This is an optimization exercise on Yosys and OpenROAD, whose aim is small area and a short achievable clock period, not a production implementation. No run shown here included a check of the RTL's function; only the layout flow was run. No activity file was given, so power comes from the tool's default toggle rates.

<file path="config.mk">
export PLATFORM = sky130hd
export DESIGN_NAME = fft_computer
export DESIGN_NICKNAME = fft_computer
export VERILOG_FILES = /design/flow/design.v
export SDC_FILE = /design/flow/constraint.sdc
export NUM_CORES = 4
export LEC_CHECK = 0
export CAP_MARGIN = 20
export CORE_MARGIN = 2
export CORE_UTILIZATION = 45
export SLEW_MARGIN = 20
export SYNTH_MEMORY_MAX_BITS = 8192
</file>
<file path="design.v">
module output_fifo(
  input              i_clk,
  input  [15:0]      i_we,
  input  [31:0]      i_wdata,
  output [32*16-1:0] o_taps
);
genvar i;
generate
    for (i = 0; i < 128; i = i + 1) begin : g_w
        reg [31:0] w;
    end
    for (i = 0; i < 128; i = i + 1) begin : g_sh
        if (i % 8 == 0) begin : g_wr
            always @(posedge i_clk)
                g_w[i].w <= i_we[i/8] ? i_wdata : g_w[(i+1)%128].w;
        end else begin : g_mv
            always @(posedge i_clk)
                g_w[i].w <= g_w[(i+1)%128].w;
        end
    end
    for (i = 0; i < 16; i = i + 1) begin : g_tap
        assign o_taps[32*i +: 32] = g_w[8*i+3].w;
    end
endgenerate
endmodule
module mulitiplier(
input             i_clk,
input      [31:0] i_data,
input      [31:0] i_acc,
output reg [31:0] o_r0,
output reg [31:0] o_r1,
output reg [31:0] o_r2
);
wire pp0 = i_data[0] & i_data[1];
wire pp1 = i_data[0] & i_data[2];
wire pp2 = i_data[0] & i_data[3];
wire pp3 = i_data[0] & i_data[4];
wire pp4 = i_data[0] & i_data[5];
wire pp5 = i_data[0] & i_data[6];
wire pp6 = i_data[0] & i_data[7];
wire pp7 = i_data[0] & i_data[8];
wire pp8 = i_data[0] & i_data[9];
wire pp9 = i_data[0] & i_data[10];
wire pp10 = i_data[0] & i_data[11];
wire pp11 = i_data[0] & i_data[12];
wire pp12 = i_data[0] & i_data[13];
wire pp13 = i_data[0] & i_data[14];
wire pp14 = i_data[15] & i_data[0];
wire pp15 = i_data[1] & i_data[2];
wire pp16 = i_data[1] & i_data[3];
wire pp17 = i_data[1] & i_data[4];
wire pp18 = i_data[1] & i_data[5];
wire pp19 = i_data[1] & i_data[6];
wire pp20 = i_data[1] & i_data[7];
wire pp21 = i_data[1] & i_data[8];
wire pp22 = i_data[1] & i_data[9];
wire pp23 = i_data[1] & i_data[10];
wire pp24 = i_data[1] & i_data[11];
wire pp25 = i_data[1] & i_data[12];
wire pp26 = i_data[1] & i_data[13];
wire pp27 = i_data[1] & i_data[14];
wire pp28 = i_data[15] & i_data[1];
wire pp29 = i_data[2] & i_data[3];
wire pp30 = i_data[2] & i_data[4];
wire pp31 = i_data[2] & i_data[5];
wire pp32 = i_data[2] & i_data[6];
wire pp33 = i_data[2] & i_data[7];
wire pp34 = i_data[2] & i_data[8];
wire pp35 = i_data[2] & i_data[9];
wire pp36 = i_data[2] & i_data[10];
wire pp37 = i_data[2] & i_data[11];
wire pp38 = i_data[2] & i_data[12];
wire pp39 = i_data[2] & i_data[13];
wire pp40 = i_data[2] & i_data[14];
wire pp41 = i_data[15] & i_data[2];
wire pp42 = i_data[3] & i_data[4];
wire pp43 = i_data[3] & i_data[5];
wire pp44 = i_data[3] & i_data[6];
wire pp45 = i_data[3] & i_data[7];
wire pp46 = i_data[3] & i_data[8];
wire pp47 = i_data[3] & i_data[9];
wire pp48 = i_data[3] & i_data[10];
wire pp49 = i_data[3] & i_data[11];
wire pp50 = i_data[3] & i_data[12];
wire pp51 = i_data[3] & i_data[13];
wire pp52 = i_data[3] & i_data[14];
wire pp53 = i_data[15] & i_data[3];
wire pp54 = i_data[4] & i_data[5];
wire pp55 = i_data[4] & i_data[6];
wire pp56 = i_data[4] & i_data[7];
wire pp57 = i_data[4] & i_data[8];
wire pp58 = i_data[4] & i_data[9];
wire pp59 = i_data[4] & i_data[10];
wire pp60 = i_data[4] & i_data[11];
wire pp61 = i_data[4] & i_data[12];
wire pp62 = i_data[4] & i_data[13];
wire pp63 = i_data[4] & i_data[14];
wire pp64 = i_data[15] & i_data[4];
wire pp65 = i_data[5] & i_data[6];
wire pp66 = i_data[5] & i_data[7];
wire pp67 = i_data[5] & i_data[8];
wire pp68 = i_data[5] & i_data[9];
wire pp69 = i_data[5] & i_data[10];
wire pp70 = i_data[5] & i_data[11];
wire pp71 = i_data[5] & i_data[12];
wire pp72 = i_data[5] & i_data[13];
wire pp73 = i_data[5] & i_data[14];
wire pp74 = i_data[15] & i_data[5];
wire pp75 = i_data[6] & i_data[7];
wire pp76 = i_data[6] & i_data[8];
wire pp77 = i_data[6] & i_data[9];
wire pp78 = i_data[6] & i_data[10];
wire pp79 = i_data[6] & i_data[11];
wire pp80 = i_data[6] & i_data[12];
wire pp81 = i_data[6] & i_data[13];
wire pp82 = i_data[6] & i_data[14];
wire pp83 = i_data[15] & i_data[6];
wire pp84 = i_data[7] & i_data[8];
wire pp85 = i_data[7] & i_data[9];
wire pp86 = i_data[7] & i_data[10];
wire pp87 = i_data[7] & i_data[11];
wire pp88 = i_data[7] & i_data[12];
wire pp89 = i_data[7] & i_data[13];
wire pp90 = i_data[7] & i_data[14];
wire pp91 = i_data[15] & i_data[7];
wire pp92 = i_data[8] & i_data[9];
wire pp93 = i_data[8] & i_data[10];
wire pp94 = i_data[8] & i_data[11];
wire pp95 = i_data[8] & i_data[12];
wire pp96 = i_data[8] & i_data[13];
wire pp97 = i_data[8] & i_data[14];
wire pp98 = i_data[15] & i_data[8];
wire pp99 = i_data[9] & i_data[10];
wire pp100 = i_data[9] & i_data[11];
wire pp101 = i_data[9] & i_data[12];
wire pp102 = i_data[9] & i_data[13];
wire pp103 = i_data[9] & i_data[14];
wire pp104 = i_data[15] & i_data[9];
wire pp105 = i_data[10] & i_data[11];
wire pp106 = i_data[10] & i_data[12];
wire pp107 = i_data[10] & i_data[13];
wire pp108 = i_data[10] & i_data[14];
wire pp109 = i_data[15] & i_data[10];
wire pp110 = i_data[11] & i_data[12];
wire pp111 = i_data[11] & i_data[13];
wire pp112 = i_data[11] & i_data[14];
wire pp113 = i_data[15] & i_data[11];
wire pp114 = i_data[12] & i_data[13];
wire pp115 = i_data[12] & i_data[14];
wire pp116 = i_data[15] & i_data[12];
wire pp117 = i_data[13] & i_data[14];
wire pp118 = i_data[15] & i_data[13];
wire pp119 = i_data[15] & i_data[14];
wire pp120 = i_data[16] & i_data[17];
wire pp121 = i_data[16] & i_data[18];
wire pp122 = i_data[16] & i_data[19];
wire pp123 = i_data[16] & i_data[20];
wire pp124 = i_data[16] & i_data[21];
wire pp125 = i_data[16] & i_data[22];
wire pp126 = i_data[16] & i_data[23];
wire pp127 = i_data[16] & i_data[24];
wire pp128 = i_data[16] & i_data[25];
wire pp129 = i_data[16] & i_data[26];
wire pp130 = i_data[16] & i_data[27];
wire pp131 = i_data[16] & i_data[28];
wire pp132 = i_data[16] & i_data[29];
wire pp133 = i_data[16] & i_data[30];
wire pp134 = i_data[31] & i_data[16];
wire pp135 = i_data[17] & i_data[18];
wire pp136 = i_data[17] & i_data[19];
wire pp137 = i_data[17] & i_data[20];
wire pp138 = i_data[17] & i_data[21];
wire pp139 = i_data[17] & i_data[22];
wire pp140 = i_data[17] & i_data[23];
wire pp141 = i_data[17] & i_data[24];
wire pp142 = i_data[17] & i_data[25];
wire pp143 = i_data[17] & i_data[26];
wire pp144 = i_data[17] & i_data[27];
wire pp145 = i_data[17] & i_data[28];
wire pp146 = i_data[17] & i_data[29];
wire pp147 = i_data[17] & i_data[30];
wire pp148 = i_data[31] & i_data[17];
wire pp149 = i_data[18] & i_data[19];
wire pp150 = i_data[18] & i_data[20];
wire pp151 = i_data[18] & i_data[21];
wire pp152 = i_data[18] & i_data[22];
wire pp153 = i_data[18] & i_data[23];
wire pp154 = i_data[18] & i_data[24];
wire pp155 = i_data[18] & i_data[25];
wire pp156 = i_data[18] & i_data[26];
wire pp157 = i_data[18] & i_data[27];
wire pp158 = i_data[18] & i_data[28];
wire pp159 = i_data[18] & i_data[29];
wire pp160 = i_data[18] & i_data[30];
wire pp161 = i_data[31] & i_data[18];
wire pp162 = i_data[19] & i_data[20];
wire pp163 = i_data[19] & i_data[21];
wire pp164 = i_data[19] & i_data[22];
wire pp165 = i_data[19] & i_data[23];
wire pp166 = i_data[19] & i_data[24];
wire pp167 = i_data[19] & i_data[25];
wire pp168 = i_data[19] & i_data[26];
wire pp169 = i_data[19] & i_data[27];
wire pp170 = i_data[19] & i_data[28];
wire pp171 = i_data[19] & i_data[29];
wire pp172 = i_data[19] & i_data[30];
wire pp173 = i_data[31] & i_data[19];
wire pp174 = i_data[20] & i_data[21];
wire pp175 = i_data[20] & i_data[22];
wire pp176 = i_data[20] & i_data[23];
wire pp177 = i_data[20] & i_data[24];
wire pp178 = i_data[20] & i_data[25];
wire pp179 = i_data[20] & i_data[26];
wire pp180 = i_data[20] & i_data[27];
wire pp181 = i_data[20] & i_data[28];
wire pp182 = i_data[20] & i_data[29];
wire pp183 = i_data[20] & i_data[30];
wire pp184 = i_data[31] & i_data[20];
wire pp185 = i_data[21] & i_data[22];
wire pp186 = i_data[21] & i_data[23];
wire pp187 = i_data[21] & i_data[24];
wire pp188 = i_data[21] & i_data[25];
wire pp189 = i_data[21] & i_data[26];
wire pp190 = i_data[21] & i_data[27];
wire pp191 = i_data[21] & i_data[28];
wire pp192 = i_data[21] & i_data[29];
wire pp193 = i_data[21] & i_data[30];
wire pp194 = i_data[31] & i_data[21];
wire pp195 = i_data[22] & i_data[23];
wire pp196 = i_data[22] & i_data[24];
wire pp197 = i_data[22] & i_data[25];
wire pp198 = i_data[22] & i_data[26];
wire pp199 = i_data[22] & i_data[27];
wire pp200 = i_data[22] & i_data[28];
wire pp201 = i_data[22] & i_data[29];
wire pp202 = i_data[22] & i_data[30];
wire pp203 = i_data[31] & i_data[22];
wire pp204 = i_data[23] & i_data[24];
wire pp205 = i_data[23] & i_data[25];
wire pp206 = i_data[23] & i_data[26];
wire pp207 = i_data[23] & i_data[27];
wire pp208 = i_data[23] & i_data[28];
wire pp209 = i_data[23] & i_data[29];
wire pp210 = i_data[23] & i_data[30];
wire pp211 = i_data[31] & i_data[23];
wire pp212 = i_data[24] & i_data[25];
wire pp213 = i_data[24] & i_data[26];
wire pp214 = i_data[24] & i_data[27];
wire pp215 = i_data[24] & i_data[28];
wire pp216 = i_data[24] & i_data[29];
wire pp217 = i_data[24] & i_data[30];
wire pp218 = i_data[31] & i_data[24];
wire pp219 = i_data[25] & i_data[26];
wire pp220 = i_data[25] & i_data[27];
wire pp221 = i_data[25] & i_data[28];
wire pp222 = i_data[25] & i_data[29];
wire pp223 = i_data[25] & i_data[30];
wire pp224 = i_data[31] & i_data[25];
wire pp225 = i_data[26] & i_data[27];
wire pp226 = i_data[26] & i_data[28];
wire pp227 = i_data[26] & i_data[29];
wire pp228 = i_data[26] & i_data[30];
wire pp229 = i_data[31] & i_data[26];
wire pp230 = i_data[27] & i_data[28];
wire pp231 = i_data[27] & i_data[29];
wire pp232 = i_data[27] & i_data[30];
wire pp233 = i_data[31] & i_data[27];
wire pp234 = i_data[28] & i_data[29];
wire pp235 = i_data[28] & i_data[30];
wire pp236 = i_data[31] & i_data[28];
wire pp237 = i_data[29] & i_data[30];
wire pp238 = i_data[31] & i_data[29];
wire pp239 = i_data[31] & i_data[30];
wire t1 = i_data[21] ^ i_data[5] ^ pp104;
wire t2 = (i_data[21] & i_data[5]) | (i_data[21] & pp104) | (i_data[5] & pp104);
wire t3 = pp109 ^ pp129;
wire t4 = pp109 & pp129;
wire t5 = i_data[22] ^ i_data[6] ^ pp10;
wire t6 = (i_data[22] & i_data[6]) | (i_data[22] & pp10) | (i_data[6] & pp10);
wire t7 = pp113 ^ pp130 ^ pp143;
wire t8 = (pp113 & pp130) | (pp113 & pp143) | (pp130 & pp143);
wire t9 = pp155 ^ pp166;
wire t10 = pp155 & pp166;
wire t11 = pp11 ^ pp116 ^ pp131;
wire t12 = (pp11 & pp116) | (pp11 & pp131) | (pp116 & pp131);
wire t13 = pp144 ^ pp156 ^ pp167;
wire t14 = (pp144 & pp156) | (pp144 & pp167) | (pp156 & pp167);
wire t15 = pp177 ^ pp186;
wire t16 = pp177 & pp186;
wire t17 = i_data[23] ^ i_data[7] ^ pp118;
wire t18 = (i_data[23] & i_data[7]) | (i_data[23] & pp118) | (i_data[7] & pp118);
wire t19 = pp12 ^ pp132 ^ pp145;
wire t20 = (pp12 & pp132) | (pp12 & pp145) | (pp132 & pp145);
wire t21 = pp157 ^ pp168 ^ pp178;
wire t22 = (pp157 & pp168) | (pp157 & pp178) | (pp168 & pp178);
wire t23 = pp187 ^ pp195 ^ pp238;
wire t24 = (pp187 & pp195) | (pp187 & pp238) | (pp195 & pp238);
wire t25 = pp25 ^ pp37;
wire t26 = pp25 & pp37;
wire t27 = pp119 ^ pp13 ^ pp133;
wire t28 = (pp119 & pp13) | (pp119 & pp133) | (pp13 & pp133);
wire t29 = pp146 ^ pp158 ^ pp169;
wire t30 = (pp146 & pp158) | (pp146 & pp169) | (pp158 & pp169);
wire t31 = pp179 ^ pp188 ^ pp196;
wire t32 = (pp179 & pp188) | (pp179 & pp196) | (pp188 & pp196);
wire t33 = pp239 ^ pp26 ^ pp38;
wire t34 = (pp239 & pp26) | (pp239 & pp38) | (pp26 & pp38);
wire t35 = pp49 ^ pp59;
wire t36 = pp49 & pp59;
wire t37 = i_data[24] ^ i_data[8] ^ pp147;
wire t38 = (i_data[24] & i_data[8]) | (i_data[24] & pp147) | (i_data[8] & pp147);
wire t39 = pp159 ^ pp170 ^ pp180;
wire t40 = (pp159 & pp170) | (pp159 & pp180) | (pp170 & pp180);
wire t41 = pp189 ^ pp197 ^ pp204;
wire t42 = (pp189 & pp197) | (pp189 & pp204) | (pp197 & pp204);
wire t43 = pp27 ^ pp39 ^ pp50;
wire t44 = (pp27 & pp39) | (pp27 & pp50) | (pp39 & pp50);
wire t45 = pp60 ^ pp69;
wire t46 = pp60 & pp69;
wire t47 = pp160 ^ pp171 ^ pp181;
wire t48 = (pp160 & pp171) | (pp160 & pp181) | (pp171 & pp181);
wire t49 = pp190 ^ pp198 ^ pp205;
wire t50 = (pp190 & pp198) | (pp190 & pp205) | (pp198 & pp205);
wire t51 = pp40 ^ pp51;
wire t52 = pp40 & pp51;
wire t53 = i_data[25] ^ i_data[9] ^ pp172;
wire t54 = (i_data[25] & i_data[9]) | (i_data[25] & pp172) | (i_data[9] & pp172);
wire t55 = pp182 ^ pp191 ^ pp199;
wire t56 = (pp182 & pp191) | (pp182 & pp199) | (pp191 & pp199);
wire t57 = pp206 ^ pp212;
wire t58 = pp206 & pp212;
wire t59 = pp183 ^ pp192;
wire t60 = pp183 & pp192;
wire t61 = i_data[10] ^ i_data[26];
wire t62 = i_data[10] & i_data[26];
wire t63 = i_data[19] ^ i_data[3] ^ pp124;
wire t64 = (i_data[19] & i_data[3]) | (i_data[19] & pp124) | (i_data[3] & pp124);
wire t65 = pp125 ^ pp138;
wire t66 = pp125 & pp138;
wire t67 = i_data[20] ^ i_data[4] ^ pp126;
wire t68 = (i_data[20] & i_data[4]) | (i_data[20] & pp126) | (i_data[4] & pp126);
wire t69 = pp139 ^ pp151 ^ pp162;
wire t70 = (pp139 & pp151) | (pp139 & pp162) | (pp151 & pp162);
wire t71 = pp19 ^ pp211;
wire t72 = pp19 & pp211;
wire t73 = pp127 ^ pp140 ^ pp152;
wire t74 = (pp127 & pp140) | (pp127 & pp152) | (pp140 & pp152);
wire t75 = pp163 ^ pp20 ^ pp218;
wire t76 = (pp163 & pp20) | (pp163 & pp218) | (pp20 & pp218);
wire t77 = pp32 ^ pp43;
wire t78 = pp32 & pp43;
wire t79 = pp128 ^ pp141 ^ pp153;
wire t80 = (pp128 & pp141) | (pp128 & pp153) | (pp141 & pp153);
wire t81 = pp164 ^ pp174 ^ pp21;
wire t82 = (pp164 & pp174) | (pp164 & pp21) | (pp174 & pp21);
wire t83 = pp224 ^ pp33 ^ pp44;
wire t84 = (pp224 & pp33) | (pp224 & pp44) | (pp33 & pp44);
wire t85 = pp54 ^ pp8;
wire t86 = pp54 & pp8;
wire t87 = pp142 ^ pp154 ^ pp165;
wire t88 = (pp142 & pp154) | (pp142 & pp165) | (pp154 & pp165);
wire t89 = pp175 ^ pp22 ^ pp229;
wire t90 = (pp175 & pp22) | (pp175 & pp229) | (pp22 & pp229);
wire t91 = pp34 ^ pp45 ^ pp55;
wire t92 = (pp34 & pp45) | (pp34 & pp55) | (pp45 & pp55);
wire t93 = pp9 ^ t2 ^ t3;
wire t94 = (pp9 & t2) | (pp9 & t3) | (t2 & t3);
wire t95 = pp176 ^ pp185 ^ pp23;
wire t96 = (pp176 & pp185) | (pp176 & pp23) | (pp185 & pp23);
wire t97 = pp233 ^ pp35 ^ pp46;
wire t98 = (pp233 & pp35) | (pp233 & pp46) | (pp35 & pp46);
wire t99 = pp56 ^ pp65 ^ t4;
wire t100 = (pp56 & pp65) | (pp56 & t4) | (pp65 & t4);
wire t101 = t5 ^ t7 ^ t9;
wire t102 = (t5 & t7) | (t5 & t9) | (t7 & t9);
wire t103 = pp236 ^ pp24 ^ pp36;
wire t104 = (pp236 & pp24) | (pp236 & pp36) | (pp24 & pp36);
wire t105 = pp47 ^ pp57 ^ pp66;
wire t106 = (pp47 & pp57) | (pp47 & pp66) | (pp57 & pp66);
wire t107 = t10 ^ t11 ^ t13;
wire t108 = (t10 & t11) | (t10 & t13) | (t11 & t13);
wire t109 = t15 ^ t6 ^ t8;
wire t110 = (t15 & t6) | (t15 & t8) | (t6 & t8);
wire t111 = pp48 ^ pp58 ^ pp67;
wire t112 = (pp48 & pp58) | (pp48 & pp67) | (pp58 & pp67);
wire t113 = pp75 ^ t12 ^ t14;
wire t114 = (pp75 & t12) | (pp75 & t14) | (t12 & t14);
wire t115 = t16 ^ t17 ^ t19;
wire t116 = (t16 & t17) | (t16 & t19) | (t17 & t19);
wire t117 = t21 ^ t23 ^ t25;
wire t118 = (t21 & t23) | (t21 & t25) | (t23 & t25);
wire t119 = pp68 ^ pp76 ^ t18;
wire t120 = (pp68 & pp76) | (pp68 & t18) | (pp76 & t18);
wire t121 = t20 ^ t22 ^ t24;
wire t122 = (t20 & t22) | (t20 & t24) | (t22 & t24);
wire t123 = t26 ^ t27 ^ t29;
wire t124 = (t26 & t27) | (t26 & t29) | (t27 & t29);
wire t125 = t31 ^ t33 ^ t35;
wire t126 = (t31 & t33) | (t31 & t35) | (t33 & t35);
wire t127 = pp77 ^ pp84 ^ t28;
wire t128 = (pp77 & pp84) | (pp77 & t28) | (pp84 & t28);
wire t129 = t30 ^ t32 ^ t34;
wire t130 = (t30 & t32) | (t30 & t34) | (t32 & t34);
wire t131 = t36 ^ t37 ^ t39;
wire t132 = (t36 & t37) | (t36 & t39) | (t37 & t39);
wire t133 = t41 ^ t43 ^ t45;
wire t134 = (t41 & t43) | (t41 & t45) | (t43 & t45);
wire t135 = pp61 ^ pp70 ^ pp78;
wire t136 = (pp61 & pp70) | (pp61 & pp78) | (pp70 & pp78);
wire t137 = pp85 ^ t38 ^ t40;
wire t138 = (pp85 & t38) | (pp85 & t40) | (t38 & t40);
wire t139 = t42 ^ t44 ^ t46;
wire t140 = (t42 & t44) | (t42 & t46) | (t44 & t46);
wire t141 = t47 ^ t49 ^ t51;
wire t142 = (t47 & t49) | (t47 & t51) | (t49 & t51);
wire t143 = pp52 ^ pp62 ^ pp71;
wire t144 = (pp52 & pp62) | (pp52 & pp71) | (pp62 & pp71);
wire t145 = pp79 ^ pp86 ^ pp92;
wire t146 = (pp79 & pp86) | (pp79 & pp92) | (pp86 & pp92);
wire t147 = t48 ^ t50 ^ t52;
wire t148 = (t48 & t50) | (t48 & t52) | (t50 & t52);
wire t149 = t53 ^ t55 ^ t57;
wire t150 = (t53 & t55) | (t53 & t57) | (t55 & t57);
wire t151 = pp200 ^ pp207 ^ pp213;
wire t152 = (pp200 & pp207) | (pp200 & pp213) | (pp207 & pp213);
wire t153 = pp63 ^ pp72 ^ pp80;
wire t154 = (pp63 & pp72) | (pp63 & pp80) | (pp72 & pp80);
wire t155 = pp87 ^ pp93 ^ t54;
wire t156 = (pp87 & pp93) | (pp87 & t54) | (pp93 & t54);
wire t157 = t56 ^ t58 ^ t59;
wire t158 = (t56 & t58) | (t56 & t59) | (t58 & t59);
wire t159 = pp193 ^ pp201 ^ pp208;
wire t160 = (pp193 & pp201) | (pp193 & pp208) | (pp201 & pp208);
wire t161 = pp214 ^ pp219 ^ pp73;
wire t162 = (pp214 & pp219) | (pp214 & pp73) | (pp219 & pp73);
wire t163 = pp81 ^ pp88 ^ pp94;
wire t164 = (pp81 & pp88) | (pp81 & pp94) | (pp88 & pp94);
wire t165 = pp99 ^ t60 ^ t61;
wire t166 = (pp99 & t60) | (pp99 & t61) | (t60 & t61);
wire t167 = pp100 ^ pp202 ^ pp209;
wire t168 = (pp100 & pp202) | (pp100 & pp209) | (pp202 & pp209);
wire t169 = pp215 ^ pp220 ^ pp82;
wire t170 = (pp215 & pp220) | (pp215 & pp82) | (pp220 & pp82);
wire t171 = pp89 ^ pp95;
wire t172 = pp89 & pp95;
wire t173 = i_data[11] ^ i_data[27] ^ pp101;
wire t174 = (i_data[11] & i_data[27]) | (i_data[11] & pp101) | (i_data[27] & pp101);
wire t175 = pp105 ^ pp210 ^ pp216;
wire t176 = (pp105 & pp210) | (pp105 & pp216) | (pp210 & pp216);
wire t177 = pp221 ^ pp225;
wire t178 = pp221 & pp225;
wire t179 = pp102 ^ pp106;
wire t180 = pp102 & pp106;
wire t181 = i_data[12] ^ i_data[28];
wire t182 = i_data[12] & i_data[28];
wire t183 = i_data[17] ^ i_data[1];
wire t184 = i_data[17] & i_data[1];
wire t185 = i_data[18] ^ i_data[2] ^ pp122;
wire t186 = (i_data[18] & i_data[2]) | (i_data[18] & pp122) | (i_data[2] & pp122);
wire t187 = pp135 ^ pp15;
wire t188 = pp135 & pp15;
wire t189 = pp123 ^ pp136 ^ pp16;
wire t190 = (pp123 & pp136) | (pp123 & pp16) | (pp136 & pp16);
wire t191 = pp184 ^ pp3;
wire t192 = pp184 & pp3;
wire t193 = pp137 ^ pp149 ^ pp17;
wire t194 = (pp137 & pp149) | (pp137 & pp17) | (pp149 & pp17);
wire t195 = pp194 ^ pp29 ^ pp4;
wire t196 = (pp194 & pp29) | (pp194 & pp4) | (pp29 & pp4);
wire t197 = pp74 ^ t63;
wire t198 = pp74 & t63;
wire t199 = pp150 ^ pp18 ^ pp203;
wire t200 = (pp150 & pp18) | (pp150 & pp203) | (pp18 & pp203);
wire t201 = pp30 ^ pp5 ^ pp83;
wire t202 = (pp30 & pp5) | (pp30 & pp83) | (pp5 & pp83);
wire t203 = t64 ^ t65 ^ i_acc[7];
wire t204 = (t64 & t65) | (t64 & i_acc[7]) | (t65 & i_acc[7]);
wire t205 = pp31 ^ pp42 ^ pp6;
wire t206 = (pp31 & pp42) | (pp31 & pp6) | (pp42 & pp6);
wire t207 = pp91 ^ t66 ^ t67;
wire t208 = (pp91 & t66) | (pp91 & t67) | (t66 & t67);
wire t209 = t69 ^ t71 ^ i_acc[8];
wire t210 = (t69 & t71) | (t69 & i_acc[8]) | (t71 & i_acc[8]);
wire t211 = pp7 ^ pp98 ^ t68;
wire t212 = (pp7 & pp98) | (pp7 & t68) | (pp98 & t68);
wire t213 = t70 ^ t72 ^ t73;
wire t214 = (t70 & t72) | (t70 & t73) | (t72 & t73);
wire t215 = t75 ^ t77 ^ i_acc[9];
wire t216 = (t75 & t77) | (t75 & i_acc[9]) | (t77 & i_acc[9]);
wire t217 = t1 ^ t74 ^ t76;
wire t218 = (t1 & t74) | (t1 & t76) | (t74 & t76);
wire t219 = t78 ^ t79 ^ t81;
wire t220 = (t78 & t79) | (t78 & t81) | (t79 & t81);
wire t221 = t83 ^ t85 ^ i_acc[10];
wire t222 = (t83 & t85) | (t83 & i_acc[10]) | (t85 & i_acc[10]);
wire t223 = t80 ^ t82 ^ t84;
wire t224 = (t80 & t82) | (t80 & t84) | (t82 & t84);
wire t225 = t86 ^ t87 ^ t89;
wire t226 = (t86 & t87) | (t86 & t89) | (t87 & t89);
wire t227 = t91 ^ i_acc[11] ^ t93;
wire t228 = (t91 & i_acc[11]) | (t91 & t93) | (i_acc[11] & t93);
wire t229 = t88 ^ t90 ^ t92;
wire t230 = (t88 & t90) | (t88 & t92) | (t90 & t92);
wire t231 = t95 ^ t97 ^ i_acc[12];
wire t232 = (t95 & t97) | (t95 & i_acc[12]) | (t97 & i_acc[12]);
wire t233 = t101 ^ t94 ^ t99;
wire t234 = (t101 & t94) | (t101 & t99) | (t94 & t99);
wire t235 = t103 ^ t105 ^ t96;
wire t236 = (t103 & t105) | (t103 & t96) | (t105 & t96);
wire t237 = t98 ^ i_acc[13] ^ t100;
wire t238 = (t98 & i_acc[13]) | (t98 & t100) | (i_acc[13] & t100);
wire t239 = t102 ^ t107 ^ t109;
wire t240 = (t102 & t107) | (t102 & t109) | (t107 & t109);
wire t241 = t104 ^ t106 ^ t111;
wire t242 = (t104 & t106) | (t104 & t111) | (t106 & t111);
wire t243 = i_acc[14] ^ t108 ^ t110;
wire t244 = (i_acc[14] & t108) | (i_acc[14] & t110) | (t108 & t110);
wire t245 = t113 ^ t115 ^ t117;
wire t246 = (t113 & t115) | (t113 & t117) | (t115 & t117);
wire t247 = t112 ^ i_acc[15] ^ t114;
wire t248 = (t112 & i_acc[15]) | (t112 & t114) | (i_acc[15] & t114);
wire t249 = t116 ^ t118 ^ t119;
wire t250 = (t116 & t118) | (t116 & t119) | (t118 & t119);
wire t251 = t121 ^ t123 ^ t125;
wire t252 = (t121 & t123) | (t121 & t125) | (t123 & t125);
wire t253 = i_acc[16] ^ t120 ^ t122;
wire t254 = (i_acc[16] & t120) | (i_acc[16] & t122) | (t120 & t122);
wire t255 = t124 ^ t126 ^ t127;
wire t256 = (t124 & t126) | (t124 & t127) | (t126 & t127);
wire t257 = t129 ^ t131 ^ t133;
wire t258 = (t129 & t131) | (t129 & t133) | (t131 & t133);
wire t259 = t135 ^ i_acc[17] ^ t128;
wire t260 = (t135 & i_acc[17]) | (t135 & t128) | (i_acc[17] & t128);
wire t261 = t130 ^ t132 ^ t134;
wire t262 = (t130 & t132) | (t130 & t134) | (t132 & t134);
wire t263 = t137 ^ t139 ^ t141;
wire t264 = (t137 & t139) | (t137 & t141) | (t139 & t141);
wire t265 = t136 ^ t143 ^ t145;
wire t266 = (t136 & t143) | (t136 & t145) | (t143 & t145);
wire t267 = i_acc[18] ^ t138 ^ t140;
wire t268 = (i_acc[18] & t138) | (i_acc[18] & t140) | (t138 & t140);
wire t269 = t142 ^ t147 ^ t149;
wire t270 = (t142 & t147) | (t142 & t149) | (t147 & t149);
wire t271 = t144 ^ t146 ^ t151;
wire t272 = (t144 & t146) | (t144 & t151) | (t146 & t151);
wire t273 = t153 ^ i_acc[19] ^ t148;
wire t274 = (t153 & i_acc[19]) | (t153 & t148) | (i_acc[19] & t148);
wire t275 = t150 ^ t155 ^ t157;
wire t276 = (t150 & t155) | (t150 & t157) | (t155 & t157);
wire t277 = t152 ^ t154 ^ t159;
wire t278 = (t152 & t154) | (t152 & t159) | (t154 & t159);
wire t279 = t161 ^ t163 ^ i_acc[20];
wire t280 = (t161 & t163) | (t161 & i_acc[20]) | (t163 & i_acc[20]);
wire t281 = t156 ^ t158 ^ t165;
wire t282 = (t156 & t158) | (t156 & t165) | (t158 & t165);
wire t283 = t160 ^ t162 ^ t164;
wire t284 = (t160 & t162) | (t160 & t164) | (t162 & t164);
wire t285 = t167 ^ t169 ^ t171;
wire t286 = (t167 & t169) | (t167 & t171) | (t169 & t171);
wire t287 = t62 ^ i_acc[21] ^ t166;
wire t288 = (t62 & i_acc[21]) | (t62 & t166) | (i_acc[21] & t166);
wire t289 = pp90 ^ pp96 ^ t168;
wire t290 = (pp90 & pp96) | (pp90 & t168) | (pp96 & t168);
wire t291 = t170 ^ t172 ^ t173;
wire t292 = (t170 & t172) | (t170 & t173) | (t172 & t173);
wire t293 = t175 ^ t177 ^ i_acc[22];
wire t294 = (t175 & t177) | (t175 & i_acc[22]) | (t177 & i_acc[22]);
wire t295 = pp217 ^ pp222 ^ pp226;
wire t296 = (pp217 & pp222) | (pp217 & pp226) | (pp222 & pp226);
wire t297 = pp97 ^ t174 ^ t176;
wire t298 = (pp97 & t174) | (pp97 & t176) | (t174 & t176);
wire t299 = t178 ^ t179 ^ i_acc[23];
wire t300 = (t178 & t179) | (t178 & i_acc[23]) | (t179 & i_acc[23]);
wire t301 = pp103 ^ pp107 ^ pp110;
wire t302 = (pp103 & pp107) | (pp103 & pp110) | (pp107 & pp110);
wire t303 = pp223 ^ pp227 ^ pp230;
wire t304 = (pp223 & pp227) | (pp223 & pp230) | (pp227 & pp230);
wire t305 = t180 ^ t181 ^ i_acc[24];
wire t306 = (t180 & t181) | (t180 & i_acc[24]) | (t181 & i_acc[24]);
wire t307 = pp108 ^ pp111 ^ pp228;
wire t308 = (pp108 & pp111) | (pp108 & pp228) | (pp111 & pp228);
wire t309 = pp231 ^ t182;
wire t310 = pp231 & t182;
wire t311 = i_data[13] ^ i_data[29] ^ pp112;
wire t312 = (i_data[13] & i_data[29]) | (i_data[13] & pp112) | (i_data[29] & pp112);
wire t313 = pp114 ^ pp232;
wire t314 = pp114 & pp232;
wire t315 = i_data[0] ^ i_data[15];
wire t316 = i_data[0] & i_data[15];
wire t317 = pp0 ^ pp120 ^ pp148;
wire t318 = (pp0 & pp120) | (pp0 & pp148) | (pp120 & pp148);
wire t319 = pp1 ^ pp121 ^ pp161;
wire t320 = (pp1 & pp121) | (pp1 & pp161) | (pp121 & pp161);
wire t321 = pp41 ^ t184;
wire t322 = pp41 & t184;
wire t323 = pp173 ^ pp2 ^ pp53;
wire t324 = (pp173 & pp2) | (pp173 & pp53) | (pp2 & pp53);
wire t325 = t185 ^ t187 ^ i_acc[4];
wire t326 = (t185 & t187) | (t185 & i_acc[4]) | (t187 & i_acc[4]);
wire t327 = pp64 ^ t186 ^ t188;
wire t328 = (pp64 & t186) | (pp64 & t188) | (t186 & t188);
wire t329 = t189 ^ t191 ^ i_acc[5];
wire t330 = (t189 & t191) | (t189 & i_acc[5]) | (t191 & i_acc[5]);
wire t331 = t190 ^ t192 ^ t193;
wire t332 = (t190 & t192) | (t190 & t193) | (t192 & t193);
wire t333 = t195 ^ i_acc[6] ^ t197;
wire t334 = (t195 & i_acc[6]) | (t195 & t197) | (i_acc[6] & t197);
wire t335 = t194 ^ t196 ^ t199;
wire t336 = (t194 & t196) | (t194 & t199) | (t196 & t199);
wire t337 = t201 ^ t198 ^ t203;
wire t338 = (t201 & t198) | (t201 & t203) | (t198 & t203);
wire t339 = t200 ^ t202 ^ t205;
wire t340 = (t200 & t202) | (t200 & t205) | (t202 & t205);
wire t341 = t207 ^ t204 ^ t209;
wire t342 = (t207 & t204) | (t207 & t209) | (t204 & t209);
wire t343 = t206 ^ t208 ^ t211;
wire t344 = (t206 & t208) | (t206 & t211) | (t208 & t211);
wire t345 = t213 ^ t210 ^ t215;
wire t346 = (t213 & t210) | (t213 & t215) | (t210 & t215);
wire t347 = t212 ^ t214 ^ t217;
wire t348 = (t212 & t214) | (t212 & t217) | (t214 & t217);
wire t349 = t219 ^ t216 ^ t221;
wire t350 = (t219 & t216) | (t219 & t221) | (t216 & t221);
wire t351 = t218 ^ t220 ^ t223;
wire t352 = (t218 & t220) | (t218 & t223) | (t220 & t223);
wire t353 = t225 ^ t222 ^ t227;
wire t354 = (t225 & t222) | (t225 & t227) | (t222 & t227);
wire t355 = t224 ^ t226 ^ t229;
wire t356 = (t224 & t226) | (t224 & t229) | (t226 & t229);
wire t357 = t228 ^ t231 ^ t233;
wire t358 = (t228 & t231) | (t228 & t233) | (t231 & t233);
wire t359 = t230 ^ t235 ^ t232;
wire t360 = (t230 & t235) | (t230 & t232) | (t235 & t232);
wire t361 = t234 ^ t237 ^ t239;
wire t362 = (t234 & t237) | (t234 & t239) | (t237 & t239);
wire t363 = t236 ^ t241 ^ t238;
wire t364 = (t236 & t241) | (t236 & t238) | (t241 & t238);
wire t365 = t240 ^ t243 ^ t245;
wire t366 = (t240 & t243) | (t240 & t245) | (t243 & t245);
wire t367 = t242 ^ t244 ^ t246;
wire t368 = (t242 & t244) | (t242 & t246) | (t244 & t246);
wire t369 = t247 ^ t249 ^ t251;
wire t370 = (t247 & t249) | (t247 & t251) | (t249 & t251);
wire t371 = t248 ^ t250 ^ t252;
wire t372 = (t248 & t250) | (t248 & t252) | (t250 & t252);
wire t373 = t253 ^ t255 ^ t257;
wire t374 = (t253 & t255) | (t253 & t257) | (t255 & t257);
wire t375 = t254 ^ t256 ^ t258;
wire t376 = (t254 & t256) | (t254 & t258) | (t256 & t258);
wire t377 = t259 ^ t261 ^ t263;
wire t378 = (t259 & t261) | (t259 & t263) | (t261 & t263);
wire t379 = t265 ^ t260 ^ t262;
wire t380 = (t265 & t260) | (t265 & t262) | (t260 & t262);
wire t381 = t264 ^ t267 ^ t269;
wire t382 = (t264 & t267) | (t264 & t269) | (t267 & t269);
wire t383 = t266 ^ t271 ^ t268;
wire t384 = (t266 & t271) | (t266 & t268) | (t271 & t268);
wire t385 = t270 ^ t273 ^ t275;
wire t386 = (t270 & t273) | (t270 & t275) | (t273 & t275);
wire t387 = t272 ^ t277 ^ t274;
wire t388 = (t272 & t277) | (t272 & t274) | (t277 & t274);
wire t389 = t276 ^ t279 ^ t281;
wire t390 = (t276 & t279) | (t276 & t281) | (t279 & t281);
wire t391 = t278 ^ t283 ^ t285;
wire t392 = (t278 & t283) | (t278 & t285) | (t283 & t285);
wire t393 = t280 ^ t282 ^ t287;
wire t394 = (t280 & t282) | (t280 & t287) | (t282 & t287);
wire t395 = t284 ^ t286 ^ t289;
wire t396 = (t284 & t286) | (t284 & t289) | (t286 & t289);
wire t397 = t291 ^ t288 ^ t293;
wire t398 = (t291 & t288) | (t291 & t293) | (t288 & t293);
wire t399 = t295 ^ t290 ^ t292;
wire t400 = (t295 & t290) | (t295 & t292) | (t290 & t292);
wire t401 = t297 ^ t294 ^ t299;
wire t402 = (t297 & t294) | (t297 & t299) | (t294 & t299);
wire t403 = t296 ^ t301 ^ t303;
wire t404 = (t296 & t301) | (t296 & t303) | (t301 & t303);
wire t405 = t298 ^ t300 ^ t305;
wire t406 = (t298 & t300) | (t298 & t305) | (t300 & t305);
wire t407 = t302 ^ t304 ^ t307;
wire t408 = (t302 & t304) | (t302 & t307) | (t304 & t307);
wire t409 = i_acc[25] ^ t309 ^ t306;
wire t410 = (i_acc[25] & t309) | (i_acc[25] & t306) | (t309 & t306);
wire t411 = pp234 ^ t308 ^ t311;
wire t412 = (pp234 & t308) | (pp234 & t311) | (t308 & t311);
wire t413 = t313 ^ i_acc[26] ^ t310;
wire t414 = (t313 & i_acc[26]) | (t313 & t310) | (i_acc[26] & t310);
wire t415 = pp115 ^ pp235 ^ t312;
wire t416 = (pp115 & pp235) | (pp115 & t312) | (pp235 & t312);
wire t417 = t314 ^ i_acc[27];
wire t418 = t314 & i_acc[27];
wire t419 = i_data[14] ^ i_data[30] ^ pp117;
wire t420 = (i_data[14] & i_data[30]) | (i_data[14] & pp117) | (i_data[30] & pp117);
wire t421 = pp237 ^ i_acc[28];
wire t422 = pp237 & i_acc[28];
wire t423 = i_data[16] ^ i_data[31];
wire t424 = i_data[16] & i_data[31];
wire t425 = pp134 ^ pp14 ^ t316;
wire t426 = (pp134 & pp14) | (pp134 & t316) | (pp14 & t316);
wire t427 = pp28 ^ t183 ^ t317;
wire t428 = (pp28 & t183) | (pp28 & t317) | (t183 & t317);
wire t429 = t318 ^ t319 ^ i_acc[3];
wire t430 = (t318 & t319) | (t318 & i_acc[3]) | (t319 & i_acc[3]);
wire t431 = t320 ^ t323 ^ t322;
wire t432 = (t320 & t323) | (t320 & t322) | (t323 & t322);
wire t433 = t324 ^ t327 ^ t326;
wire t434 = (t324 & t327) | (t324 & t326) | (t327 & t326);
wire t435 = t328 ^ t331 ^ t330;
wire t436 = (t328 & t331) | (t328 & t330) | (t331 & t330);
wire t437 = t332 ^ t335 ^ t334;
wire t438 = (t332 & t335) | (t332 & t334) | (t335 & t334);
wire t439 = t336 ^ t339 ^ t338;
wire t440 = (t336 & t339) | (t336 & t338) | (t339 & t338);
wire t441 = t340 ^ t343 ^ t342;
wire t442 = (t340 & t343) | (t340 & t342) | (t343 & t342);
wire t443 = t344 ^ t347 ^ t346;
wire t444 = (t344 & t347) | (t344 & t346) | (t347 & t346);
wire t445 = t348 ^ t351 ^ t350;
wire t446 = (t348 & t351) | (t348 & t350) | (t351 & t350);
wire t447 = t352 ^ t355 ^ t354;
wire t448 = (t352 & t355) | (t352 & t354) | (t355 & t354);
wire t449 = t356 ^ t358 ^ t359;
wire t450 = (t356 & t358) | (t356 & t359) | (t358 & t359);
wire t451 = t360 ^ t362 ^ t363;
wire t452 = (t360 & t362) | (t360 & t363) | (t362 & t363);
wire t453 = t364 ^ t366 ^ t367;
wire t454 = (t364 & t366) | (t364 & t367) | (t366 & t367);
wire t455 = t368 ^ t370 ^ t371;
wire t456 = (t368 & t370) | (t368 & t371) | (t370 & t371);
wire t457 = t372 ^ t374 ^ t375;
wire t458 = (t372 & t374) | (t372 & t375) | (t374 & t375);
wire t459 = t376 ^ t378 ^ t379;
wire t460 = (t376 & t378) | (t376 & t379) | (t378 & t379);
wire t461 = t380 ^ t382 ^ t383;
wire t462 = (t380 & t382) | (t380 & t383) | (t382 & t383);
wire t463 = t384 ^ t386 ^ t387;
wire t464 = (t384 & t386) | (t384 & t387) | (t386 & t387);
wire t465 = t391 ^ t388 ^ t390;
wire t466 = (t391 & t388) | (t391 & t390) | (t388 & t390);
wire t467 = t392 ^ t395 ^ t394;
wire t468 = (t392 & t395) | (t392 & t394) | (t395 & t394);
wire t469 = t396 ^ t399 ^ t398;
wire t470 = (t396 & t399) | (t396 & t398) | (t399 & t398);
wire t471 = t403 ^ t400 ^ t402;
wire t472 = (t403 & t400) | (t403 & t402) | (t400 & t402);
wire t473 = t404 ^ t407 ^ t406;
wire t474 = (t404 & t407) | (t404 & t406) | (t407 & t406);
wire t475 = t408 ^ t411 ^ t413;
wire t476 = (t408 & t411) | (t408 & t413) | (t411 & t413);
wire t477 = t412 ^ t415 ^ t414;
wire t478 = (t412 & t415) | (t412 & t414) | (t415 & t414);
wire t479 = t419 ^ t416 ^ t418;
wire t480 = (t419 & t416) | (t419 & t418) | (t416 & t418);
wire t481 = t420 ^ i_acc[29];
wire t482 = t420 & i_acc[29];
always @(posedge i_clk) begin
    o_r0 <= {i_acc[31], t482, t480, t478, t476, t474, t472, t470, t468, t466, t464, t462, t460, t458, t456, t454, t452, t450, t448, t446, t444, t442, t440, t438, t436, t434, t432, t430, t428, t426, t424, t423};
    o_r1 <= {1'b0, i_acc[30], t481, t479, t477, t475, t473, t471, t469, t467, t465, t463, t461, t459, t457, t455, t453, t451, t449, t447, t445, t443, t441, t439, t437, t435, t433, t431, t429, t427, t425, t315};
    o_r2 <= {1'b0, 1'b0, t422, t421, t417, t410, t409, t405, t401, t397, t393, t389, t385, t381, t377, t373, t369, t365, t361, t357, t353, t349, t345, t341, t337, t333, t329, t325, t321, i_acc[2], i_acc[1], i_acc[0]};
end
endmodule
module output_ctrl(
input              i_clk,
input              i_rst_n,
input              i_in_v,
input  [6:0]       i_ph,
input  [32*16-1:0] i_taps,
output [31:0]      o_data,
output reg         o_data_valid,
input              i_data_ready
);
reg  [8:0]  nin;                
reg         act;                
reg  [6:0]  rc;                 
reg         fe;                 
reg  [3:0]  oj;
reg  [29:0] od;
wire [6:0]  ooff = rc - i_ph - 7'd4;
wire        fire = act & ~o_data_valid & ~fe & (ooff[2:0] == 3'd0);
wire [15:0] osel = 16'd1 << oj;
reg [29:0] omux;
integer m;
always @(*) begin
    omux = 30'd0;
    for (m = 0; m < 16; m = m + 1)
        omux = omux | (i_taps[32*m+2 +: 30] & {30{osel[m]}});
end
always @(posedge i_clk) begin
    if (!i_rst_n) begin
        nin          <= 9'd0;
        act          <= 1'b0;
        rc           <= 7'd0;
        fe           <= 1'b0;
        o_data_valid <= 1'b0;
    end else begin
        if (i_in_v)
            nin <= nin + 9'd1;
        fe <= fire;
        if (fe)
            o_data_valid <= 1'b1;
        else if (o_data_valid & i_data_ready) begin
            o_data_valid <= 1'b0;
            rc <= rc + 7'd1;
            if (rc == 7'd127)
                act <= 1'b0;
        end
        if (i_in_v & (nin == 9'd511))
            act <= 1'b1;
    end
    oj <= ooff[6:3];
    if (fe)
        od <= omux;
end
assign o_data = {od[29], od[29], od};
endmodule
module fft_computer(
input        i_clk,
input        i_rst_n,
input        i_data_valid,
input [31:0] i_data,
output       o_data_ready,
output       o_data_valid,
output [31:0]o_data,
input        i_data_ready
);
assign o_data_ready = 1'b1;
reg [6:0] ph;
always @(posedge i_clk)
    ph <= i_rst_n ? ph + 7'd1 : 7'd0;
reg [31:0] dl [0:7];
reg [7:0]  dv;
reg [8:0]  pc;                  
wire [6:0] off  = pc[6:0] - ph - 7'd4;    
wire       take = (|dv) & (off[2:0] == 3'd0);
wire [7:0] old;                 
genvar k;
generate
    for (k = 0; k < 8; k = k + 1) begin : g_old
        if (k == 7) begin : g_top
            assign old[k] = dv[k];
        end else begin : g_low
            assign old[k] = dv[k] & ~(|dv[7:k+1]);
        end
    end
endgenerate
reg [31:0] psel;
integer m;
always @(*) begin
    psel = 32'd0;
    for (m = 0; m < 8; m = m + 1)
        psel = psel | (dl[m] & {32{old[m]}});
end
reg        go1;
reg [3:0]  j1;
reg [15:0] rsel;                
reg [31:0] pd;
always @(posedge i_clk) begin
    dl[0] <= {i_data[31], i_data[30:16] ^ {15{i_data[31]}},
              i_data[15], i_data[14:0]  ^ {15{i_data[15]}}};
    for (m = 1; m < 8; m = m + 1)
        dl[m] <= dl[m-1];
    if (!i_rst_n) begin
        dv   <= 8'd0;
        pc   <= 9'd0;
        go1  <= 1'b0;
        rsel <= 16'd0;
    end else begin
        dv <= {dv[6:0] & ~(old[6:0] & {7{take}}), i_data_valid};
        if (take)
            pc <= pc + 9'd1;
        go1  <= take;
        rsel <= (take & (pc[8:7] != 2'd0)) ? (16'd1 << off[6:3]) : 16'd0;
    end
    j1 <= off[6:3];
    pd <= psel;
end
wire [32*16-1:0] rtap;           
reg  [31:0]      rd;
always @(*) begin
    rd = 32'd0;
    for (m = 0; m < 16; m = m + 1)
        rd = rd | (rtap[32*m +: 32] & {32{rsel[m]}});
end
wire [31:0] pr0, pr1, pr2;      
mulitiplier mult (
    .i_clk(i_clk),
    .i_data(pd),
    .i_acc(rd),
    .o_r0(pr0),
    .o_r1(pr1),
    .o_r2(pr2)
);
reg        go2, go3;
reg [3:0]  j2, j3;
reg [31:0] sum;
always @(posedge i_clk) begin
    go2 <= i_rst_n & go1;
    j2  <= j1;
    go3 <= i_rst_n & go2;
    j3  <= j2;
    sum <= pr0 + pr1 + pr2;
end
wire [15:0] we = go3 ? (16'd1 << j3) : 16'd0;
output_fifo ring (
    .i_clk(i_clk),
    .i_we(we),
    .i_wdata(sum),
    .o_taps(rtap)
);
output_ctrl ctrl (
    .i_clk(i_clk),
    .i_rst_n(i_rst_n),
    .i_in_v(dv[0]),
    .i_ph(ph),
    .i_taps(rtap),
    .o_data(o_data),
    .o_data_valid(o_data_valid),
    .i_data_ready(i_data_ready)
);
endmodule
</file>
<file path="constraint.sdc">
create_clock -name core_clock -period 10.0 [get_ports {i_clk}]
set_input_delay 2.0000 -clock core_clock [delete_from_list [all_inputs] [get_ports {i_clk}]]
set_output_delay 2.0000 -clock core_clock [all_outputs]
set_load 0.01 [all_outputs]
</file>
<file path="run.sh">
#!/bin/bash
# synth_recipe.tcl (not shown) runs the flow's synth.tcl, then flattens the netlist and writes it again
# the make line also repeats each setting of config.mk as NAME=value (left out here)
make -C /OpenROAD-flow-scripts/flow DESIGN_CONFIG=/design/flow/config.mk WORK_HOME=/design/flow/orfs CLKGATE_MAP_FILE= SYNTH_SCRIPT=/design/flow/synth_recipe.tcl finish
</file>
==> results of run 1 <==
[registers in the layout (all words and copies together), names as in the netlist, 9 cells and up]
signal and cells:
ctrl.nin 9, sum 32, mult.o_r1 30, pc 9
dl 256, pd 32, ctrl.od 30, mult.o_r2 30
ring.g_w.w 4096, rsel 16, mult.o_r0 32
[report_power, final]
part           internal [mW]  switching (mW)
clock network           9.52            6.57
registers               18.7           0.578
logic                  0.400           0.606
[metal layers]
layer	vias up	GRT usage (%)	share of wire (%)
met4	8	6.69	3.2
met1	27910	28.4	46
met2	2258	30.1	43
met5	-	0.0548	0.021
met3	678	5.13	7.8
li1	25458	-	-
[cell families after synthesis]
| family | after synthesis |
|---|---|
| AO/OA/AOI/OAI | 738 |
| XOR/XNOR | 91 |
| adder cells (fa/ha/maj) | 333 |
| buffers and inverters | 547 |
| flip-flops | 4616 |
| multiplexers | 514 |
| other | 1 |
| AND/OR/NAND/NOR | 605 |
[worst paths after layout]
kind / startpoint / end / slack (ps) / depth (start not counted)
setup / recovery: ctrl.od[11]$_DFFE_PP_ / o_data[11] / 5950 / 1
hold / removal: ring.g_w[36].w[31]$_DFF_P_ / ring.g_w[35].w[31]$_DFF_P_ / 240 / 0
setup reg to reg: rsel[5]$_SDFF_PP0_ / mult.o_r1[25]$_DFF_P_ / 6180 / 9
hold reg to reg: ring.g_w[36].w[31]$_DFF_P_ / ring.g_w[35].w[31]$_DFF_P_ / 240 / 0
[area by class of cell]
| type | count | area [µm²] | area share [%] |
|---|---|---|---|
| Tap cell | 3384 | 4230 | 3.13 |
| Antenna cell | 12 | 30.0 | 0.0222 |
| Clock inverter | 166 | 2130 | 1.57 |
| Sequential cell | 4616 | 92700 | 68.5 |
| Clock buffer | 580 | 12000 | 8.84 |
| Multi-Input combinational cell | 2282 | 22100 | 16.3 |
| Inverter | 281 | 1050 | 0.779 |
| Timing Repair Buffer | 131 | 1150 | 0.852 |
[per-stage QoR]
| stage | hold slack [ps] | cells | setup slack (ps) |
|---|---|---|---|
| 2_1_floorplan | 310 | 7445 | 6610 |
| 3_3_place_gp | 310 | 10694 | 6110 |
| 3_5_place_dp | 312 | 10694 | 6110 |
| 4_1_cts | 234 | 11440 | 5800 |
| 5_1_grt | 249 | 11442 | 5860 |
| 6_report | 243 | 11452 | 5950 |
[cells in the final DEF (no fill, tap or decap), drive strengths merged, types with 11 or more instances in the layout]
master / n
nor2b: 11
edfxtp: 30
nor2: 100
o21ai: 20
diode: 12
bufinv: 45
buf: 63
a22oi: 120
clkdlybuf4s50: 68
a21oi: 35
a21o: 11
a221oi: 253
xnor2: 49
dfxtp: 4586
clkbuf: 580
nand2: 122
ha: 92
nor3: 16
xor2: 42
clkinvlp: 18
and2: 215
nand3: 23
a221o: 32
nand4: 70
fa: 241
clkinv: 85
nand2b: 16
a22o: 220
inv: 299
mux2: 512
==> results.ini, run 1 <==
[run_status]
outcome = finished clean

[placement]
place_area_um2 = 121000
hpwl_um = 158000
gp_congestion = 0.801
io_buffer_count = 68

[critical_path]
cp_slowest_cell = clkdlybuf4s50_1
critical_path_class = flip-flop to primary output
cp_max_fo = 1
critPathMaxStageDelay_ps = 600
cp_top_family = buffers and inverters
worst_setup_path_start_kind = flip-flop
path_cells = clkdlybuf4s50_1
crit_path_end_kind = primary output
cp.buffers_inverters = 1
required_ps = 8000
arrival_ps = 2050

[clock_network]
post_cts_buffers = 0
cts.path.max_buffers = 4
numCtsBuffers = 421
clk_pin_slew_worst_paths_ps = 60
cts_resized = 0
htreeDepth = 5
cts.sinks = 4616
cts_tree = yes
hold_buffers = 0
cts-root-buf = clkbuf_16
clkLatencyLatePin_ps = 1000

[grt]
grt_max_degree = 69
overflow = 0
grt_pass1_wl_um = 387000
gr-usage-all-layers_pct = 20.1
antenna_found_initial = 18
grt_pass1_vias = 56366

[synthesis]
synth-compound-area-share_pct = 5.23
synthXorXnorAreaFrac_pct = 0.683
synth.avg_cell_area_um2 = 15.7
yosys_warnings = 5
yosys.cell_count.top_type = dfxtp_1
synthMuxAreaShare_pct = 4.96
synth_common_cells = dfxtp_1 (4586), mux2_2 (512), inv_1 (281), a221oi_1 (253), fa_1 (241)
ys_seq_area_share_pct = 79.4
synth_top_area_cell = dfxtp_1
synth_top_family_by_area = compound AO/OA/AOI/OAI gates
synth_seq_cells = 4616
syn_nets = 7814
ys.flop_type = dfxtp_1
async_flop_share_pct = 0
synth_edf_count = 30
synth_cells = 7445
synth_area_um2 = 117000
synthDominantCellAreaShare_pct = 78.7
synthAdderAreaFrac_pct = 5.12
synthTopCellsByArea = dfxtp_1 (79%), mux2_2 (4.9%), fa_1 (4.1%), a221oi_1 (1.9%), a22o_1 (1.7%)
yosys.area_share.simple_pct = 2.78
yosysUniqueCellTypes = 65

[timing]
hold_viol = 0
rsz0062_at_grt = false
drv_slew = 0
finalCriticalPeriod_ps = 4050
max_freq_mhz = 247
maxSlewHeadroom_pct = 27.1
setup_tns_ps = 0
skew_ps = 90.0
worst_pin_slew_ps = 1090
timing.final.setup_violations = 0
timing.final.crit_share_pct = 40.5

[final_layout]
drive_gt1_share_pct = 16.1
final_util_pct = 52.6
final_area_um2 = 135000
final_nets = 8102
fillCellCount = 20822
syn_to_final_growth_pct = 16.1

[detailed_routing]
routed_wl_um = 268000
drtIter0Drc = 4868
ant_nets = 0
drc = 0
avgViaCountPerCell = 4.92
vias = 56312
first_pass_iters = 8
wl_per_cell_um = 23.4

[power]
max-vdd-ir-drop_mv = 0.220
power_mw = 36.4
power_leakage_nw = 55.3
power_density_nw_per_um2 = 269

[floorplan]
core_um2 = 257000
rows = 186
die_w_um = 513
die_area_um2 = 263000
start_util_pct = 45.3
die_y_um = 513
io_pins = 70

[min_path]
hold_class = flip-flop to flip-flop

[run]
drv_cap = 0

==> inputs of run 2 (changes only) <==
--- a/design.v
+++ b/design.v
@@ -764,5 +764,4 @@
 input              i_rst_n,
 input              i_in_v,
-input  [6:0]       i_ph,
 input  [32*16-1:0] i_taps,
 output [31:0]      o_data,
@@ -773,8 +772,9 @@
 reg         act;                
 reg  [6:0]  rc;                 
+reg  [6:0]  ooff;               
 reg         fe;                 
 reg  [3:0]  oj;
 reg  [29:0] od;
-wire [6:0]  ooff = rc - i_ph - 7'd4;
+wire        xfer = o_data_valid & i_data_ready & ~fe;    
 wire        fire = act & ~o_data_valid & ~fe & (ooff[2:0] == 3'd0);
 wire [15:0] osel = 16'd1 << oj;
@@ -791,4 +791,5 @@
         act          <= 1'b0;
         rc           <= 7'd0;
+        ooff         <= 7'd124;
         fe           <= 1'b0;
         o_data_valid <= 1'b0;
@@ -799,5 +800,5 @@
         if (fe)
             o_data_valid <= 1'b1;
-        else if (o_data_valid & i_data_ready) begin
+        else if (xfer) begin
             o_data_valid <= 1'b0;
             rc <= rc + 7'd1;
@@ -805,10 +806,11 @@
                 act <= 1'b0;
         end
+        if (!xfer)
+            ooff <= ooff - 7'd1;
         if (i_in_v & (nin == 9'd511))
             act <= 1'b1;
     end
     oj <= ooff[6:3];
-    if (fe)
-        od <= omux;
+    od <= (omux & {30{fe}}) | (od & {30{~fe}});
 end
 assign o_data = {od[29], od[29], od};
@@ -825,11 +827,8 @@
 );
 assign o_data_ready = 1'b1;
-reg [6:0] ph;
-always @(posedge i_clk)
-    ph <= i_rst_n ? ph + 7'd1 : 7'd0;
 reg [31:0] dl [0:7];
 reg [7:0]  dv;
 reg [8:0]  pc;                  
-wire [6:0] off  = pc[6:0] - ph - 7'd4;    
+reg [6:0]  off;                 
 wire       take = (|dv) & (off[2:0] == 3'd0);
 wire [7:0] old;                 
@@ -863,4 +862,5 @@
         dv   <= 8'd0;
         pc   <= 9'd0;
+        off  <= 7'd124;
         go1  <= 1'b0;
         rsel <= 16'd0;
@@ -869,4 +869,6 @@
         if (take)
             pc <= pc + 9'd1;
+        else
+            off <= off - 7'd1;
         go1  <= take;
         rsel <= (take & (pc[8:7] != 2'd0)) ? (16'd1 << off[6:3]) : 16'd0;
@@ -891,4 +893,11 @@
     .o_r2(pr2)
 );
+wire [31:0] psum;
+adder3 add (
+    .i_a(pr0),
+    .i_b(pr1),
+    .i_c(pr2),
+    .o_s(psum)
+);
 reg        go2, go3;
 reg [3:0]  j2, j3;
@@ -899,5 +908,5 @@
     go3 <= i_rst_n & go2;
     j3  <= j2;
-    sum <= pr0 + pr1 + pr2;
+    sum <= psum;
 end
 wire [15:0] we = go3 ? (16'd1 << j3) : 16'd0;
@@ -912,5 +921,4 @@
     .i_rst_n(i_rst_n),
     .i_in_v(dv[0]),
-    .i_ph(ph),
     .i_taps(rtap),
     .o_data(o_data),
@@ -919,2 +927,30 @@
 );
 endmodule
+module adder3(
+input  [31:0] i_a,
+input  [31:0] i_b,
+input  [31:0] i_c,
+output [31:0] o_s
+);
+wire [31:0] x = i_a ^ i_b ^ i_c;
+wire [31:0] y = {(i_a[30:0] & i_b[30:0]) | (i_a[30:0] & i_c[30:0]) | (i_b[30:0] & i_c[30:0]), 1'b0};
+wire [31:0] g [0:5];
+wire [31:0] p [0:5];
+assign g[0] = x & y;
+assign p[0] = x ^ y;
+genvar l, i;
+generate
+    for (l = 0; l < 5; l = l + 1) begin : g_lvl
+        for (i = 0; i < 32; i = i + 1) begin : g_bit
+            if (i >= (1 << l)) begin : g_op
+                assign g[l+1][i] = g[l][i] | (p[l][i] & g[l][i-(1<<l)]);
+                assign p[l+1][i] = p[l][i] & p[l][i-(1<<l)];
+            end else begin : g_pass
+                assign g[l+1][i] = g[l][i];
+                assign p[l+1][i] = p[l][i];
+            end
+        end
+    end
+endgenerate
+assign o_s = p[0] ^ {g[5][30:0], 1'b0};
+endmodule
==> flow/run.sh (new file) <==
#!/bin/bash
# The standard layout, except that the port buffers are buf_2 cells rather
# than the delay cells buffer_ports picks by default.  Every port still gets
# its buffer.  make's full output goes to flow.log; ORFS keeps each step's log
# under orfs/logs/.
set -euo pipefail
export BUFFER_PORTS_ARGS="-buffer_cell sky130_fd_sc_hd__buf_2"
bash ./standard.sh > flow.log 2>&1
==> standard.sh (new file) <==
#!/bin/bash
# synth_recipe.tcl (not shown) runs the flow's synth.tcl, then flattens the netlist and writes it again
# the make line also repeats each setting of config.mk as NAME=value (left out here)
make -C /OpenROAD-flow-scripts/flow DESIGN_CONFIG=/design/flow/config.mk WORK_HOME=/design/flow/orfs CLKGATE_MAP_FILE= SYNTH_SCRIPT=/design/flow/synth_recipe.tcl "${@:-finish}"
--- a/config.mk
+++ b/config.mk
@@ -8,5 +8,6 @@
 export CAP_MARGIN = 20
 export CORE_MARGIN = 2
-export CORE_UTILIZATION = 45
+export CORE_UTILIZATION = 75
+export CTS_CLUSTER_DIAMETER = 80
+export CTS_CLUSTER_SIZE = 22
 export SLEW_MARGIN = 20
-export SYNTH_MEMORY_MAX_BITS = 8192
removed: run.sh
==> run 2 against run 1 <==
Against the previous run: still clean on timing, DRC and antenna; register-to-register slack improved by 20 ps; utilization up 29 points; combinational power about the same; setup slack better by 250 ps; non-clock buffer count down 4; highest routed layer unchanged.
==> results.ini, run 2 <==
[detailed_routing]
drc = 0  ; unchanged
avgViaCountPerCell = 5.88  ; was 4.92
routed_wl_um = 274000  ; was 268000 µm
vias = 56409  ; was 56312
drtIter0Drc = 5483  ; was 4868
first_pass_iters = 8  ; unchanged
ant_nets = 0  ; unchanged
wl_per_cell_um = 28.5  ; was 23.4 µm

[synthesis]
synth.avg_cell_area_um2 = 15.7  ; about the same
synth_edf_count = 30  ; unchanged
yosys_warnings = 6  ; was 5
ys.flop_type = dfxtp_1  ; unchanged
synth_common_cells = dfxtp_1 (4593), mux2_2 (509), a221oi_1 (253), inv_1 (253), fa_1 (239)  ; was dfxtp_1 (4586), mux2_2 (512), inv_1 (281), a221oi_1 (253), fa_1 (241)
synth_top_area_cell = dfxtp_1  ; unchanged
synth_seq_cells = 4623  ; was 4616
synth_cells = 7420  ; was 7445
yosys.cell_count.top_type = dfxtp_1  ; unchanged
syn_nets = 7765  ; was 7814
synthDominantCellAreaShare_pct = 78.9  ; was 78.7%
ys_seq_area_share_pct = 79.7  ; was 79.4%
synthTopCellsByArea = dfxtp_1 (79%), mux2_2 (4.9%), fa_1 (4.1%), a221oi_1 (1.9%), a22o_1 (1.7%)  ; unchanged
async_flop_share_pct = 0  ; unchanged
synth_area_um2 = 117000  ; about the same
yosysUniqueCellTypes = 73  ; was 65

[timing]
hold_viol = 0  ; unchanged
maxSlewHeadroom_pct = 22.8  ; was 27.1%
max_freq_mhz = 263  ; was 247 MHz
skew_ps = 101  ; was 90.0 ps
worst_slack_ps = 6200  ; was 5950 ps
timing.final.crit_share_pct = 38.0  ; was 40.5%
finalCriticalPeriod_ps = 3800  ; was 4050 ps
worst_pin_slew_ps = 1160  ; was 1090 ps
drv_slew = 0  ; unchanged
rsz0062_at_grt = false  ; unchanged
timing.final.setup_violations = 0  ; unchanged
setup_tns_ps = 0  ; unchanged

[floorplan]
start_util_pct = 75.5  ; was 45.3%
core_um2 = 154000  ; was 257000 µm²
die_w_um = 398  ; was 513 µm
io_pins = 70  ; unchanged
rows = 144  ; was 186
die_y_um = 398  ; was 513 µm
die_area_um2 = 159000  ; was 263000 µm²

[critical_path]
crit_path_end_kind = flip-flop  ; was primary output
path_cells = buf_4 -> a221oi_1 -> nand3_1 -> nor2_1 -> fa_1 -> fa_1 -> inv_1 -> fa_1  ; was clkdlybuf4s50_1
cp_slowest_cell = nor2_1  ; was clkdlybuf4s50_1
setup.worst_path.start = rsel[5]$_SDFF_PP0_  ; was ctrl.od[11]$_DFFE_PP_
worstReg2RegStart = rsel[5]$_SDFF_PP0_  ; unchanged
critPathMaxStageDelay_ps = 570  ; was 600 ps
arrival_ps = 4510  ; was 2050 ps
path_common_cell = fa_1
required_ps = 10700  ; was 8000 ps
cp_max_fo = 24  ; was 1
worst_setup_path_start_kind = flip-flop  ; unchanged
critical_path_class = flip-flop to flip-flop  ; was flip-flop to primary output

[final_layout]
layout_commonest_cell = dfxtp_1  ; unchanged
multi_input_area_um2 = 21900  ; was 22100 µm²
regMostFlops = ring.g_w.w  ; unchanged
largest_reg_flops = 4096  ; unchanged
seq_area_um2 = 92900  ; was 92700 µm²
syn_to_final_growth_pct = 7.62  ; was 16.1%
fillCellCount = 7553  ; was 20822
final_nets = 7853  ; was 8102
final_cell_mix = dfxtp_1 (4575), mux2_2 (509), inv_1 (253), a221oi_1 (253), fa_1 (239)  ; was dfxtp_1 (4568), mux2_2 (512), clkbuf_16 (426)
top_regs = ring.g_w.w (4096), dl (256)  ; unchanged
drive_gt1_share_pct = 12.7  ; was 16.1%

[power]
power_density_nw_per_um2 = 240  ; was 269 nW/µm²
max-vdd-ir-drop_mv = 0.208  ; was 0.220 mV
power_leakage_nw = 51.1  ; was 55.3 nW

[grt]
antenna_found_initial = 13  ; was 18
grt_max_degree = 69  ; unchanged
grt_pass1_wl_um = 394000  ; was 387000 µm
grt_pass1_vias = 58475  ; was 56366
gr-usage-all-layers_pct = 34.6  ; was 20.1%
overflow = 0  ; unchanged

[clock_network]
clk_pin_slew_worst_paths_ps = 80  ; was 60 ps
cts_resized = 0  ; unchanged
htreeDepth = 4  ; was 5
hold_buffers = 0  ; unchanged
cts_tree = yes  ; unchanged
cts.sinks = 4623  ; was 4616
numCtsBuffers = 230  ; was 421
cts-root-buf = clkbuf_16  ; unchanged
clkLatencyLatePin_ps = 910  ; was 1000 ps
cts.path.max_buffers = 3  ; was 4
post_cts_buffers = 0  ; unchanged

[min_path]
min-delay-start = ring.g_w[88].w[17]$_DFF_P_  ; was ring.g_w[36].w[31]$_DFF_P_
hold_class = flip-flop to flip-flop  ; unchanged

[placement]
gp_congestion = 0.863  ; was 0.801
pre_cts_ws_ps = 6200  ; was 6110 ps
io_buffer_count = 68  ; unchanged
hpwl_um = 150000  ; was 158000 µm

[run]
drv_cap = 0  ; unchanged

[run_status]
outcome = finished clean  ; unchanged

run 2: logic make-up (layout without fill, tap and decap cells):
family	Yosys count	in the layout	synth area share, %
DFF	4623	4623	79.7
AOI/OAI and AO/OA	738	738	5.27
and+or+nand+nor	631	631	2.90
buffers and inverters	524	653	1.71
muxes	515	515	4.97
adders and majority gates	309	309	4.86
xor gates and xnor gates	79	79	0.594
other	1	6	0.00322
run 2: final timing paths:
kind,end,slack (ps),cells past startpoint
worst min-delay path,ring.g_w[87].w[17]$_DFF_P_,260,0
worst max-delay path,mult.o_r1[8]$_DFF_P_,6200,8
worst max register to register,mult.o_r1[8]$_DFF_P_,6200,8
worst min register to register,ring.g_w[87].w[17]$_DFF_P_,260,0
run 2: per-stage QoR:
stage	std cells	area, µm²	util (%)	hold WS [ps]	power, mW
2_1_floorplan	7420	117000	-	310	20.1
4_1_cts	9593	125000	81.3	268	30.2
3_5_place_dp	9320	119000	77.2	312	20.7
3_3_place_gp	9320	119000	77.2	309	20.7
6_report	9598	125000	81.3	263	30.1
5_1_grt	9593	125000	81.3	273	31.0
run 2: per-layer routing:
layer,global-route usage (%),share of wire [%],vias up
met5,0,0.027,-
met4,14.0,4.7,12
met3,8.21,8.5,880
met2,53.4,45,2747
met1,47.6,42,28058
li1,-,-,24712
run 2: area by class of cell:
class                   count  share of cell area, %
multi-input cells        2273                   17.5
repair buffers            127                  0.625
diodes                      5                0.00998
flip-flops and latches   4623                   74.1
clock buffers             254                   4.70
inverters                 253                  0.757
well taps                2044                   2.04
clock inverters            19                  0.341
run 2: power breakdown:
part	total [mW]	switching (mW)	internal [mW]	leakage [nW]
logic	0.998	0.589	0.409	10.7
clock network	9.84	5.59	4.25	3.07
registers	19.3	0.585	18.7	37.3
run 2: worst max-delay path, delay by kind of cell, from the launching register on:
| family | cells | cell delay (ps) |
|---|---|---|
| compound gates | 1 | 540 |
| flops | 1 | 480 |
| fa+ha+maj | 3 | 1300 |
| buf+inv | 2 | 470 |
| simple gates | 2 | 730 |

[re-timing with driven ports]
How much do the figures lean on ideal ports? The routed layouts below were timed once more, with nothing changed but the port constraints. Step 1, drivers: a clkbuf_16 drives i_clk and a buf_2 each remaining input, both assumed. Step 2, shift: input delay + t, output delay - t, t = (earliest + latest rising clock arrival at the registers) / 2. This alone moves slack from input paths to output paths. Three values: no drivers, after step 1, after step 2; two values: the first two.
run | t, ns | slack for setup (ns) | worst setup path after step 2 | latest minus earliest clock arrival (ns) | worst slew at a driven data input, ns
run 1 | 1.050 | 5.947 / 5.855 / 6.027 | input to register | 0.094 / 0.093 | 0.04
run 2 | 0.950 | 6.196 / 6.196 / 6.196 | register to register | 0.105 / 0.105 | 0.04
After both steps setup and hold are still met in every run listed.
